Source: an optimization exercise on an open RTL-to-GDS flow (aim: small area, a short achievable clock period and few clock cycles). Production flows keep margins and buffers that such runs may drop.
Function was checked by simulation only, so behaviour that the tests miss may differ from the original.

==> flow/config.mk <==
export PLATFORM = sky130hd
export DESIGN_NAME = FFT_TOP
export DESIGN_NICKNAME = FFT_TOP
export VERILOG_FILES = /design/flow/design.v
export SDC_FILE = /design/flow/constraint.sdc
export NUM_CORES = 4
export LEC_CHECK = 0
export CAP_MARGIN = 20
export CORE_MARGIN = 2
export CORE_UTILIZATION = 40
export SLEW_MARGIN = 20
==> flow/flow/run.sh <==
#!/bin/bash
# The standard layout, with timing repair aimed at a 4 ns period: the clock
# stays at the design's period, repair_timing is only told to keep a 6 ns
# setup margin, without gate cloning (clones overloaded some nets).
# Every step's output goes to its own log here.
set -e
export SETUP_SLACK_MARGIN=6.0
export SKIP_GATE_CLONING=1
bash standard.sh > standard.log 2>&1
==> flow/design.v <==
module FFT_TOP #(
    parameter N = 32,
    word_size = 16
) (
    input wire clk, reset, en,
    input wire input_valid, receiver_ready,
    input wire [word_size*2-1: 0] i_input_sample1, i_input_sample2,
    output wire output_valid,
    output wire [word_size*2-1: 0] o_output_sample1, o_output_sample2
);
localparam S_IN = 2'd0, S_COMP = 2'd1, S_OUT = 2'd2;
reg [1:0] state;
reg [3:0] in_cnt;
reg [6:0] q;             
reg [4:0] out_m;         
reg direct;              
reg [2:0] drain;
reg rr_r;
reg g_v, r_v, k_v, m_v;
reg g_sw, r_sw, k_sw, m_sw;
reg [3:0] g_i0, g_i1;
reg [3:0] r_w0, r_w1, k_w0, k_w1, m_w0, m_w1;
reg g_l4, r_l4, k_l4, m_l4;
reg [3:0] g_tw;
reg [3:0] g_p, r_p, k_p, m_p;
reg [31:0] bank0 [0:15];
reg [31:0] bank1 [0:15];
wire [2:0] s = q[6:4];
wire [3:0] p = q[3:0];
reg [4:0] a1, a2;
reg [3:0] tw_idx;
always @(*) begin
    case (s)
        3'd0: begin a1 = {p, 1'b0};               a2 = {p, 1'b1};               tw_idx = 4'd0; end
        3'd1: begin a1 = {p[2:0], 1'b0, p[3]};    a2 = {p[2:0], 1'b1, p[3]};    tw_idx = {p[3], 3'b0}; end
        3'd2: begin a1 = {p[1:0], 1'b0, p[3:2]};  a2 = {p[1:0], 1'b1, p[3:2]};  tw_idx = {p[3:2], 2'b0}; end
        3'd3: begin a1 = {p[0], 1'b0, p[3:1]};    a2 = {p[0], 1'b1, p[3:1]};    tw_idx = {p[3:1], 1'b0}; end
        default: begin a1 = {1'b0, p};            a2 = {1'b1, p};               tw_idx = p; end
    endcase
end
wire par1 = ^a1;
wire issuing = (state == S_COMP);
wire d_beat, m_beat;
reg [4:0] out_m_n;
always @(*) begin
    out_m_n = out_m;
    if (d_beat)
        out_m_n = (m_p == 4'd1) ? (rr_r ? 5'd1 : 5'd0) : (direct ? out_m + 5'd1 : out_m);
    if (m_beat)
        out_m_n = (out_m[3:0] == 4'd15) ? 5'd0 : out_m + 5'd1;
end
wire opar = ^out_m_n[3:0];
wire [3:0] oi0 = opar ? {out_m_n[2:0], 1'b1} : {out_m_n[2:0], 1'b0};
wire [3:0] oi1 = opar ? {out_m_n[2:0], 1'b0} : {out_m_n[2:0], 1'b1};
always @(posedge clk) begin
    g_i0 <= issuing ? (par1 ? a2[3:0] : a1[3:0]) : oi0;
    g_i1 <= issuing ? (par1 ? a1[3:0] : a2[3:0]) : oi1;
    g_sw <= issuing ? par1 : opar;
    g_tw <= tw_idx;
    g_p <= p;
    g_l4 <= (s == 3'd4);
    r_sw <= g_sw; r_w0 <= g_i0; r_w1 <= g_i1; r_l4 <= g_l4; r_p <= g_p;
    k_sw <= r_sw; k_w0 <= r_w0; k_w1 <= r_w1; k_l4 <= r_l4; k_p <= r_p;
    m_sw <= k_sw; m_w0 <= k_w0; m_w1 <= k_w1; m_l4 <= k_l4; m_p <= k_p;
end
reg [23:0] dr_c, di_c, dn_c;
always @(*) begin
    case (g_tw)
        4'd0: begin dr_c = 24'h400005; di_c = 24'h000000; dn_c = 24'h000000; end
        4'd1: begin dr_c = 24'h42ac71; di_c = 24'h195070; dn_c = 24'h0b1150; end
        4'd2: begin dr_c = 24'h556200; di_c = 24'ha45009; dn_c = 24'h34102d; end
        4'd3: begin dr_c = 24'h56e568; di_c = 24'ha31188; dn_c = 24'h2150a8; end
        4'd4: begin dr_c = 24'h2adc01; di_c = 24'hb89405; dn_c = 24'h2adc01; end
        4'd5: begin dr_c = 24'h2150a8; di_c = 24'hc4ac48; dn_c = 24'h56e568; end
        4'd6: begin dr_c = 24'h34102d; di_c = 24'hc72a00; dn_c = 24'h556200; end
        4'd7: begin dr_c = 24'h0b1030; di_c = 24'hc0e555; dn_c = 24'h42ac71; end
        4'd8: begin dr_c = 24'h000000; di_c = 24'hc00001; dn_c = 24'h400005; end
        4'd9: begin dr_c = 24'h195070; di_c = 24'hc0e555; dn_c = 24'h42ac71; end
        4'd10: begin dr_c = 24'ha45009; di_c = 24'hc72a00; dn_c = 24'h556200; end
        4'd11: begin dr_c = 24'ha31188; di_c = 24'hc4ac48; dn_c = 24'h56e568; end
        4'd12: begin dr_c = 24'hb89405; di_c = 24'hb89405; dn_c = 24'h2adc01; end
        4'd13: begin dr_c = 24'hc4ac48; di_c = 24'ha31188; dn_c = 24'h2150a8; end
        4'd14: begin dr_c = 24'hc72a00; di_c = 24'ha45009; dn_c = 24'h34102d; end
        default: begin dr_c = 24'hc0e555; di_c = 24'h195070; dn_c = 24'h0b1150; end
    endcase
end
wire [31:0] rdata0 = bank0[g_i0];
wire [31:0] rdata1 = bank1[g_i1];
wire [31:0] rA = g_sw ? rdata1 : rdata0;
wire [31:0] rB = g_sw ? rdata0 : rdata1;
reg [31:0] r_A, r_B;
reg [23:0] r_dr0, r_dr1, r_di, r_dn;
always @(posedge clk) begin
    r_A <= rA;
    r_B <= rB;
    r_dr0 <= dr_c;
    r_dr1 <= dr_c;
    r_di <= di_c;
    r_dn <= dn_c;
end
function [17:0] pprow;
    input [15:0] x;
    input [2:0] d;
    reg [16:0] m;
    begin
        m = d[0] ? {x[15], x} : (d[1] ? {x, 1'b0} : 17'd0);
        pprow = {~(m[16] ^ d[2]), m ^ {17{d[2]}}};
    end
endfunction
localparam [30:0] KROW = 31'h00004000 - 31'h55540000;
wire [15:0] Br = r_B[31:16], Bi = r_B[15:0];
wire [31*19-1:0] re_rows, im_rows;
genvar gi;
generate
    for (gi = 0; gi < 8; gi = gi + 1) begin : pp
        wire [2:0] cr0 = r_dr0[3*gi+2:3*gi];
        wire [2:0] cr1 = r_dr1[3*gi+2:3*gi];
        wire [2:0] ci = r_di[3*gi+2:3*gi];
        wire [2:0] cn = r_dn[3*gi+2:3*gi];                      
        wire [48:0] sr0 = {31'd0, pprow(Br, cr0)} << (2*gi);    
        wire [48:0] sr1 = {31'd0, pprow(Bi, cn)} << (2*gi);     
        wire [48:0] si0 = {31'd0, pprow(Bi, cr1)} << (2*gi);    
        wire [48:0] si1 = {31'd0, pprow(Br, ci)} << (2*gi);     
        assign re_rows[31*(2*gi)+30:31*(2*gi)] = sr0[30:0];
        assign re_rows[31*(2*gi+1)+30:31*(2*gi+1)] = sr1[30:0];
        assign im_rows[31*(2*gi)+30:31*(2*gi)] = si0[30:0];
        assign im_rows[31*(2*gi+1)+30:31*(2*gi+1)] = si1[30:0];
        assign re_rows[31*16+2*gi+1:31*16+2*gi] = {1'b0, cr0[2]};
        assign re_rows[31*17+2*gi+1:31*17+2*gi] = {1'b0, cn[2]};
        assign im_rows[31*16+2*gi+1:31*16+2*gi] = {1'b0, cr1[2]};
        assign im_rows[31*17+2*gi+1:31*17+2*gi] = {1'b0, ci[2]};
    end
endgenerate
assign re_rows[31*17-1:31*16+16] = 15'd0;
assign re_rows[31*18-1:31*17+16] = 15'd0;
assign im_rows[31*17-1:31*16+16] = 15'd0;
assign im_rows[31*18-1:31*17+16] = 15'd0;
assign re_rows[31*19-1:31*18] = KROW;
assign im_rows[31*19-1:31*18] = KROW;
wire [31*4-1:0] re_r4, im_r4;
csa_19to4 re_tree (.rows(re_rows), .o(re_r4));
csa_19to4 im_tree (.rows(im_rows), .o(im_r4));
reg [31*4-1:0] k_re, k_im;
reg [31:0] k_A;
always @(posedge clk) begin
    k_re <= re_r4;
    k_im <= im_r4;
    k_A <= r_A;
end
wire [30:0] re_s, re_c, im_s, im_c;
csa_4to2 re_tree2 (.rows(k_re), .s(re_s), .c(re_c));
csa_4to2 im_tree2 (.rows(k_im), .s(im_s), .c(im_c));
wire [30:0] Rs = re_s + re_c;
wire [30:0] Is = im_s + im_c;
reg [31:0] m_T, m_A;
always @(posedge clk) begin
    m_T <= {Rs[30:15], Is[30:15]};
    m_A <= k_A;
end
wire [15:0] Tr = m_T[31:16], Ti = m_T[15:0];
wire [15:0] Ar = m_A[31:16], Ai = m_A[15:0];
wire [31:0] out1 = {Ar + Tr, Ai + Ti};
wire [31:0] out2 = {Ar - Tr, Ai - Ti};
wire [3:0] in_a = {in_cnt[0], in_cnt[1], in_cnt[2], in_cnt[3]};
wire in_par = ^in_cnt;
reg we;
reg [3:0] widx0, widx1;
reg [31:0] wd0, wd1;
always @(*) begin
    if (state == S_IN) begin
        we = 1'b1;
        widx0 = in_a;
        widx1 = in_a;
        wd0 = in_par ? i_input_sample2 : i_input_sample1;
        wd1 = in_par ? i_input_sample1 : i_input_sample2;
    end else begin
        we = m_v;
        widx0 = m_w0;
        widx1 = m_w1;
        wd0 = m_sw ? out2 : out1;
        wd1 = m_sw ? out1 : out2;
    end
end
always @(posedge clk) begin
    if (we) begin
        bank0[widx0] <= wd0;
        bank1[widx1] <= wd1;
    end
end
reg [31:0] o1, o2, hold;
reg ov;
assign output_valid = ov;
assign o_output_sample1 = o1;
assign o_output_sample2 = o2;
assign d_beat = m_v && m_l4 && m_p[0];         
assign m_beat = (state == S_OUT) && (drain == 3'd0) && rr_r;
always @(posedge clk) begin
    hold <= out1;
    o1 <= d_beat ? hold : rA;
    o2 <= d_beat ? out1 : rB;
end
always @(posedge clk or posedge reset) begin
    if (reset) begin
        state <= S_IN;
        in_cnt <= 4'd0;
        q <= 7'd0;
        out_m <= 5'd0;
        direct <= 1'b0;
        drain <= 3'd0;
        rr_r <= 1'b0;
        g_v <= 1'b0; r_v <= 1'b0; k_v <= 1'b0; m_v <= 1'b0;
        ov <= 1'b0;
    end else begin
        rr_r <= receiver_ready;
        out_m <= out_m_n;
        g_v <= issuing;
        r_v <= g_v;
        k_v <= r_v;
        m_v <= k_v;
        ov <= 1'b0;
        case (state)
            S_IN: begin
                if (input_valid) begin
                    in_cnt <= in_cnt + 4'd1;
                    if (in_cnt == 4'd15) begin
                        state <= S_COMP;
                        q <= 7'd0;
                    end
                end
            end
            S_COMP: begin
                q <= q + 7'd1;
                if (q == 7'd79) begin
                    state <= S_OUT;
                    drain <= 3'd4;
                end
            end
            default: ;
        endcase
        if (d_beat) begin
            if (m_p == 4'd1) begin
                direct <= rr_r;
                ov <= rr_r;
            end else
                ov <= direct;
        end
        if (state == S_OUT) begin
            if (drain != 3'd0)
                drain <= drain - 3'd1;
            else if (rr_r) begin
                ov <= 1'b1;
                if (out_m[3:0] == 4'd15)
                    state <= S_IN;
            end
        end
    end
end
endmodule
module csa_19to4 (
    input wire [31*19-1:0] rows,
    output wire [31*4-1:0] o
);
function [61:0] csa;
    input [30:0] a, b, d;
    begin
        csa[30:0] = a ^ b ^ d;
        csa[61:31] = {(a[29:0] & b[29:0]) | (a[29:0] & d[29:0]) | (b[29:0] & d[29:0]), 1'b0};
    end
endfunction
wire [30:0] r [0:18];
genvar i;
generate
    for (i = 0; i < 19; i = i + 1) begin : split
        assign r[i] = rows[31*i+30:31*i];
    end
endgenerate
wire [61:0] l1_0 = csa(r[0], r[1], r[2]);
wire [61:0] l1_1 = csa(r[3], r[4], r[5]);
wire [61:0] l1_2 = csa(r[6], r[7], r[8]);
wire [61:0] l1_3 = csa(r[9], r[10], r[11]);
wire [61:0] l1_4 = csa(r[12], r[13], r[14]);
wire [61:0] l1_5 = csa(r[15], r[16], r[17]);
wire [61:0] l2_0 = csa(l1_0[30:0], l1_0[61:31], l1_1[30:0]);
wire [61:0] l2_1 = csa(l1_1[61:31], l1_2[30:0], l1_2[61:31]);
wire [61:0] l2_2 = csa(l1_3[30:0], l1_3[61:31], l1_4[30:0]);
wire [61:0] l2_3 = csa(l1_4[61:31], l1_5[30:0], l1_5[61:31]);
wire [61:0] l3_0 = csa(l2_0[30:0], l2_0[61:31], l2_1[30:0]);
wire [61:0] l3_1 = csa(l2_1[61:31], l2_2[30:0], l2_2[61:31]);
wire [61:0] l3_2 = csa(l2_3[30:0], l2_3[61:31], r[18]);
wire [61:0] l4_0 = csa(l3_0[30:0], l3_0[61:31], l3_1[30:0]);
wire [61:0] l4_1 = csa(l3_1[61:31], l3_2[30:0], l3_2[61:31]);
assign o = {l4_1, l4_0};
endmodule
module csa_4to2 (
    input wire [31*4-1:0] rows,
    output wire [30:0] s, c
);
function [61:0] csa;
    input [30:0] a, b, d;
    begin
        csa[30:0] = a ^ b ^ d;
        csa[61:31] = {(a[29:0] & b[29:0]) | (a[29:0] & d[29:0]) | (b[29:0] & d[29:0]), 1'b0};
    end
endfunction
wire [61:0] l5_0 = csa(rows[30:0], rows[61:31], rows[92:62]);
wire [61:0] l6_0 = csa(l5_0[30:0], l5_0[61:31], rows[123:93]);
assign s = l6_0[30:0];
assign c = l6_0[61:31];
endmodule
==> flow/constraint.sdc <==
create_clock -name core_clock -period 10.0 [get_ports {clk}]
set_input_delay 2.0000 -clock core_clock [delete_from_list [all_inputs] [get_ports {clk}]]
set_output_delay 2.0000 -clock core_clock [all_outputs]
set_load 0.01 [all_outputs]
==> flow/standard.sh <==
#!/bin/bash
# synth_recipe.tcl (not shown) runs the flow's synth.tcl, then flattens the netlist and writes it again
# the make line also repeats each setting of config.mk as NAME=value (left out here)
make -C /OpenROAD-flow-scripts/flow DESIGN_CONFIG=/design/flow/config.mk WORK_HOME=/design/flow/orfs CLKGATE_MAP_FILE= SYNTH_SCRIPT=/design/flow/synth_recipe.tcl "${@:-finish}"
==> results.txt, run 1 <==
- Most used DFF post-synth: edfxtp_1
- Die H: 466 um
- Vias in the first global route: 53,100
- Seq/Total Area, Yosys: 0.503
- Ports: 134
- Vias: 52,600
- Total track usage: 0.216
- Clk Latency, worst-skew pair: 0.84 ns
- Final min period: 3.94 ns
- Layout cells sized above 1: 0.138
- Hold Slack: 0.305 ns
- Placed Instance Area: 90,100 um^2
- Register clock-pin slew on the reported worst setup and hold paths: 0.07 ns
- Initial antenna violation count: 11
- Final Slew Violations: 0
- GPL Wtd Cong: 0.883
- Hold Crit Class: reg -> reg
- Worst slew pin tran: 1.20 ns
- CP Max Fanout: 4
- Initial Util: 0.402
- Largest net degree at the start of global routing: 86
- Synth Register Bits: 1,625
- Post-synthesis xor/xnor area fraction: 0.0643
- Hold-critical path depth: 0
- Number of synthesized flops with an enable pin: 1,024
- Final setup fails: 0
- CTS tree: done
- Critical Path AT: 4.65 ns
- Final net count: 7,724
- Drt first-iter violations: 4,964
- DR DRC count: 0
- Status: no timing/DRC/antenna violations
- Setup crit start kind: register
- Setup crit end kind: register
- CP required: 10.71 ns
- Die Area: 217,000 um^2
- Total core area: 212,000 um^2
- Reg2reg start: k_im[17]
- Largest family of logic cells by synthesized area: adder cells
- Root buffer cell: clkbuf_16
- Area leader, netlist: edfxtp_1
- Relative slew slack: 0.196
- Crit path kind: reg -> reg
- Worst reg-to-reg path cell count: 16
- Die Wd: 466 um
- Row count: 169
- Largest cells by area after synthesis: edfxtp_1 (36%), dfxtp_1 (13%), fa_1 (11%)
- Clk_skew: 0.0784 ns
- Area share of fa/ha/maj cells after synthesis: 0.157
- Area Growth Syn to Fin: 13.1%
- CTS H-tree depth: 4
- Multiplexer area fraction after synthesis: 0.0971
- First-pass GRT wire length: 348,000 um
- Post-synth ARST share: 0.0166
- Yosys top cell area share: 0.360
- Mapped Nets: 7,690
- FMAX: 0.254 GHz
- Synth cell types: 70
- WL per Instance: 23.7 um
- Worst Hold End: m_w1[0]
- Final WL: 234,000 um
- MaxCap Viol Count: 0
- Hold Crit Start: k_w1[0]
- Cell area after layout: 96,500 um^2
- Synthesized instance count: 6,833
- Sink Count: 1,625
- Flop2flop setup slack: 6.06 ns
- # port buffers: 132
- Avg Vias per Cell: 5.34
- Fin crit share: 0.394
- Unrepaired setup endpoints after global routing: true
- Final Hold Fails: 0
- Clock buffer depth: 3
- Pre-antenna DRT Iters: 6
- HPWL after DPL: 151,000 um
- Post-route ant nets: 0
- Finished Layout Cells: 9,849
- CTS Hold Buffers Added: 0
- Congestion Overflow GR: 0
- R2r endpoint: m_T[15]
- Syn_area_per_cell: 12.5 um^2
- Synth warn: 3
- Post-Syn Area: 85,400 um^2
- Compound-Gate Fraction of Synth Area: 0.0632
- Dpl cells: 9,510
- TNS Setup: 0 ns
- Simple-Gate Fraction of Synth Area: 0.0626
- TritonCTS buffer count: 170
-- worst max-delay path by stage --
| stage | from | to | slack (ns) |
|---|---|---|---|
| after floorplan | r_dr0[22] | k_im[19] | 6.40 |
| after global placement | g_i0[0] | o1[20] | 5.31 |
| after detailed placement | g_i0[0] | o1[20] | 5.30 |
| after CTS | k_im[7] | m_T[11] | 6.00 |
| after global routing | k_im[17] | m_T[15] | 5.91 |
| final | k_im[17] | m_T[15] | 6.06 |
-- cell usage in the layout (no fill, tap or decap), drive strengths merged, types with 107 or more instances in the layout --
cell,netlist,layout
xor2,260,260
nand2,736,736
a21oi,142,142
mux4,320,320
inv,748,758
clkbuf,370,222
edfxtp,1024,1024
buf,70,170
fa,470,470
dfxtp,574,574
xnor2,367,367
nor2,360,360
clkdlybuf4s50,0,132
a22oi,107,107
ha,318,318
o21ai,345,345
-- Yosys cell counts (all sizes together) (5+ instances only) --
| cell type | count |
|---|---|
| buf | 70 |
| xor2 | 260 |
| nand2b | 27 |
| nor4 | 5 |
| mux2 | 71 |
| a21oi | 142 |
| a21boi | 73 |
| o31a | 5 |
| nor3b | 7 |
| o211ai | 13 |
| and2 | 12 |
| nor3 | 20 |
| a31oi | 51 |
| o21ai | 345 |
| a22oi | 107 |
| a21o | 17 |
| nand4 | 10 |
| a221oi | 5 |
| fa | 470 |
| ha | 318 |
| a211oi | 25 |
| nor2b | 24 |
| and3 | 41 |
| nand2 | 736 |
| xnor2 | 367 |
| inv | 748 |
| a2bb2oi | 10 |
| o41ai | 5 |
| dfrtp | 27 |
| nand3 | 35 |
| o21bai | 22 |
| nor2 | 360 |
| dfxtp | 574 |
| mux2i | 28 |
| clkinv | 8 |
| clkbuf | 370 |
| or3 | 13 |
| o21a | 20 |
| mux4 | 320 |
| edfxtp | 1024 |
| a41oi | 6 |
-- repair_timing --
action                     CTS  global route
pin swaps                    3             7
buffers inserted             3             3
gates resized for setup     23            28
setup endpoints to repair  177           134
-- worst max-delay path, cell delays in order (launching register included) --
cell	delay (ns)
dfxtp_1	0.30
inv_1	0.05
fa_1	0.49
fa_1	0.51
inv_1	0.05
ha_1	0.42
nand4_1	0.23
nor4_2	0.28
o211ai_1	0.14
buf_4	0.19
o211ai_1	0.20
nand4_1	0.16
buf_4	0.19
a311oi_2	0.32
o21a_1	0.18
nor2_1	0.05
xnor2_1	0.11
-- registers in the layout (all words and copies together), names as in the netlist, 106 cells and up --
signal / cells
bank0: 512
k_re: 106
bank1: 512
k_im: 106
-- metal layers --
| layer | GRT usage | share of wire | vias up |
|---|---|---|---|
| met4 | 0.0781 | 0.037 | 8 |
| met3 | 0.0332 | 0.068 | 359 |
| met5 | 0 | 0.00025 | - |
| met2 | 0.354 | 0.48 | 1854 |
| li1 | - | - | 23400 |
| met1 | 0.290 | 0.42 | 27000 |
-- logic make-up (layout without fill, tap and decap cells) --
group,after synthesis,after routing
mux,419,419
simple gates,1300,1300
fa+ha+maj,789,789
compound gates,877,877
buf+inv,1196,1379
other cells,0,12
flops,1625,1625
xor+xnor,627,627
-- area by class of cell --
cell class	instances	area (um^2)
Multi-Input combinational cell	4012	38500
Inverter	756	2840
Timing Repair Buffer	302	2650
Fill cell	19000	116000
Sequential cell	1625	43000
Antenna cell	12	30.0
Clock inverter	99	1200
Clock buffer	222	4800
Tap cell	2821	3530
-- per-stage QoR --
step | util | setup WS [ns]
global placement | 0.425 | 5.31
CTS | 0.454 | 6.00
detailed placement | 0.425 | 5.30
finish | 0.455 | 6.06
global route | 0.455 | 5.91
floorplan | - | 6.40
Testbench counts, summed over its fixed seeds: cycles 27,648.
==> run 2: changes to the inputs <==
==> flow/flow/run.sh (replaced) <==
#!/bin/bash
# The standard layout, with timing repair aimed at a 3.6 ns period: the clock
# stays at the design's period, repair_timing is only told to keep a 6.4 ns
# setup margin, without gate cloning (clones overloaded some nets).
# Every step's output goes to its own log here.
set -e
export SETUP_SLACK_MARGIN=6.4
export SKIP_GATE_CLONING=1
bash standard.sh > standard.log 2>&1
==> results.txt, run 2 <==
- Clk_skew: 0.0777 ns
- Largest cells by area after synthesis: edfxtp_1 (36%), dfxtp_1 (13%), fa_1 (11%)
- Root buffer cell: clkbuf_16
- Worst reg-to-reg path cell count: 14
- Area Growth Syn to Fin: 15.0%
- Status: no timing/DRC/antenna violations
- Commonest non-fill, non-tap cell in the layout: edfxtp_1
- Setup ws final: 6.31 ns
- Commonest non-fill, non-tap cells in the layout: edfxtp_1 (1,024), inv_1 (741), nand2_1 (736)
- Worst Hold End: m_w1[0]
- MaxCap Viol Count: 0
- Critical path cell sequence: inv_2 -> fa_1 -> fa_1 -> inv_2 -> ha_4 -> a211o_1 -> a21oi_4 -> a21oi_2 -> o21a_1 -> a41o_4 -> o211ai_4 -> o21ai_4 -> or3_1 -> a32oi_2
- Initial antenna violation count: 14
- Total core area: 212,000 um^2
- First-pass GRT wire length: 351,000 um
- CP Max Fanout: 5
- Total track usage: 0.218
- Multi-input logic area: 38,900 um^2
- HPWL after DPL: 151,000 um
- GPL Wtd Cong: 0.883
- Final min period: 3.69 ns
- Synth Register Bits: 1,625
- Setup crit start kind: register
- Post-Syn Area: 85,400 um^2
- Slowest cell on crit path: fa_1
- Clk Latency, worst-skew pair: 0.84 ns
- Unrepaired setup endpoints after global routing: true
- Final Slew Violations: 0
- Drt first-iter violations: 5,335
- Finished Layout Cells: 9,926
- Avg Vias per Cell: 5.39
- Setup crit end kind: register
- Final Hold Fails: 0
- Syn_area_per_cell: 12.5 um^2
- Number of synthesized flops with an enable pin: 1,024
- Hold Crit Class: reg -> reg
- Filler instances: 18,800
- Worst slew pin tran: 1.12 ns
- Reg2reg start: k_re[73]
- Area leader, netlist: edfxtp_1
- Mapped Nets: 7,690
- DR DRC count: 0
- Vias: 53,500
- Die Wd: 466 um
- Crit path kind: reg -> reg
- Post-route ant nets: 0
- Largest net degree at the start of global routing: 86
- Die H: 466 um
- TNS Setup: 0 ns
- Biggest regs: bank0 (512), bank1 (512)
- Slowest stage delay, CP: 0.51 ns
- Hold Crit Start: k_w1[0]
- CP required: 10.74 ns
- Seq/Total Area, Yosys: 0.503
- CTS tree: done
- Vias in the first global route: 53,500
- Congestion Overflow GR: 0
- Ports: 134
- Die Area: 217,000 um^2
- Flop2flop setup slack: 6.31 ns
- CTS H-tree depth: 4
- Final net count: 7,798
- Post-Place Setup Slack: 5.30 ns
- Layout cells sized above 1: 0.156
- Dpl cells: 9,510
- Critical Path AT: 4.43 ns
- WL per Instance: 24.4 um
- Register clock-pin slew on the reported worst setup and hold paths: 0.06 ns
- TritonCTS buffer count: 170
- Most common cell in the synthesized netlist: edfxtp_1
- Fin crit share: 0.369
- Yosys top cell area share: 0.360
- Synth cell types: 70
- Final WL: 243,000 um
- FMAX: 0.271 GHz
- Initial Util: 0.402
- Register area: 43,000 um^2
- Pre-antenna DRT Iters: 7
- Relative slew slack: 0.246
- Synth warn: 3
- Synthesized instance count: 6,833
- Post-synth ARST share: 0.0166
- Hold-critical path depth: 0
- Commonest cells in the netlist: edfxtp_1 (1,024), inv_1 (747), nand2_1 (736)
- R2r endpoint: m_T[30]
- Sink Count: 1,625
- Most used DFF post-synth: edfxtp_1
- Final setup fails: 0
- # port buffers: 132
- Clock buffer depth: 3
- Row count: 169
==> run 2: cell counts after synthesis <==
Identical to the previous run, type by type.
==> run 2: worst max-delay path by stage <==
stage	from	end	cells past startpoint
floorplan	r_dr0[22]	k_im[19]	11
global placement	g_i0[0]	o1[20]	7
detailed placement	g_i0[0]	o1[20]	7
CTS	k_im[7]	m_T[2]	14
global route	k_im[76]	m_T[14]	17
finish	k_re[73]	m_T[30]	14
==> run 2: per-layer routing <==
layer	part of all wire	wire, um	track usage	up-vias
met2	0.47	115000	0.357	2056
met4	0.042	10100	0.0815	8
met1	0.41	98900	0.293	27500
met3	0.076	18600	0.0337	407
li1	-	-	-	23500
met5	0.00024	58	0	-
==> run 2: cells by family after synthesis <==
| kind of cell | synth area share |
|---|---|
| flops | 0.503 |
| simple gates | 0.0626 |
| buf+inv | 0.0530 |
| compound gates | 0.0632 |
| fa+ha+maj | 0.157 |
| xor+xnor | 0.0643 |
| mux | 0.0971 |
==> run 2: critical path: cells and delay by family, from the launching register on <==
kind,cells,cell delay [ns]
fa+ha+maj,3,1.20
simple gates,1,0.33
buf+inv,2,0.08
flops,1,0.32
compound gates,8,1.67
==> run 2: layout make-up <==
type                       count  area share
timing repair buffer         376      0.0392
antenna                       15    0.000382
tap                         2821      0.0359
multi-input combinational   4012       0.396
sequential                  1625       0.438
clock buffer                 222      0.0489
clock inverter                99      0.0123
inverter                     756      0.0289
==> run 2: repair_timing <==
item	CTS	global route
hold buffers	0	0
pin swaps	32	38
setup buffers	34	46
setup endpoints to repair	567	642
gates resized for setup	197	117
==> run 2: per-stage QoR <==
step	instance area, um^2	util	hold slack [ns]
after floorplan	85400	-	0.310
after global placement	90100	0.425	0.310
after detailed placement	90100	0.425	0.312
after CTS	97000	0.457	0.305
after global routing	98200	0.463	0.310
final	98200	0.463	0.306

[separate check: timing with driven ports]
The flow's constraints put no driver on any port. The routed layouts listed below were extracted and timed again, unchanged, in two steps.
Step 1, drivers: a clkbuf_16 drives clk and a buf_2 each remaining input, both assumed.
Step 2 moves the port delays by t, midway between the first and last clock arrival at a register: inputs arrive t later, outputs are due t later. That takes back most of the time a late clock gives input paths.
Three values: ideal, step 1, step 2; two values: the first two.
| run | t, ns | slack for setup (ns) | hold WS [ns] | worst setup path at the end | clock arrival spread, ns |
|---|---|---|---|---|---|
| run 1 | 0.888 | 6.061 / 5.997 / 6.050 | 0.305 / 0.305 / 0.305 | input to register | 0.080 / 0.080 |
| run 2 | 0.892 | 6.310 / 6.310 / 6.006 | 0.306 / 0.306 / 0.306 | input to register | 0.078 / 0.078 |
After both steps setup and hold are still met in every run listed. The setup slack of run 2, which loses most, moves by 0.000 ns with the drivers and by -0.304 ns with both steps.
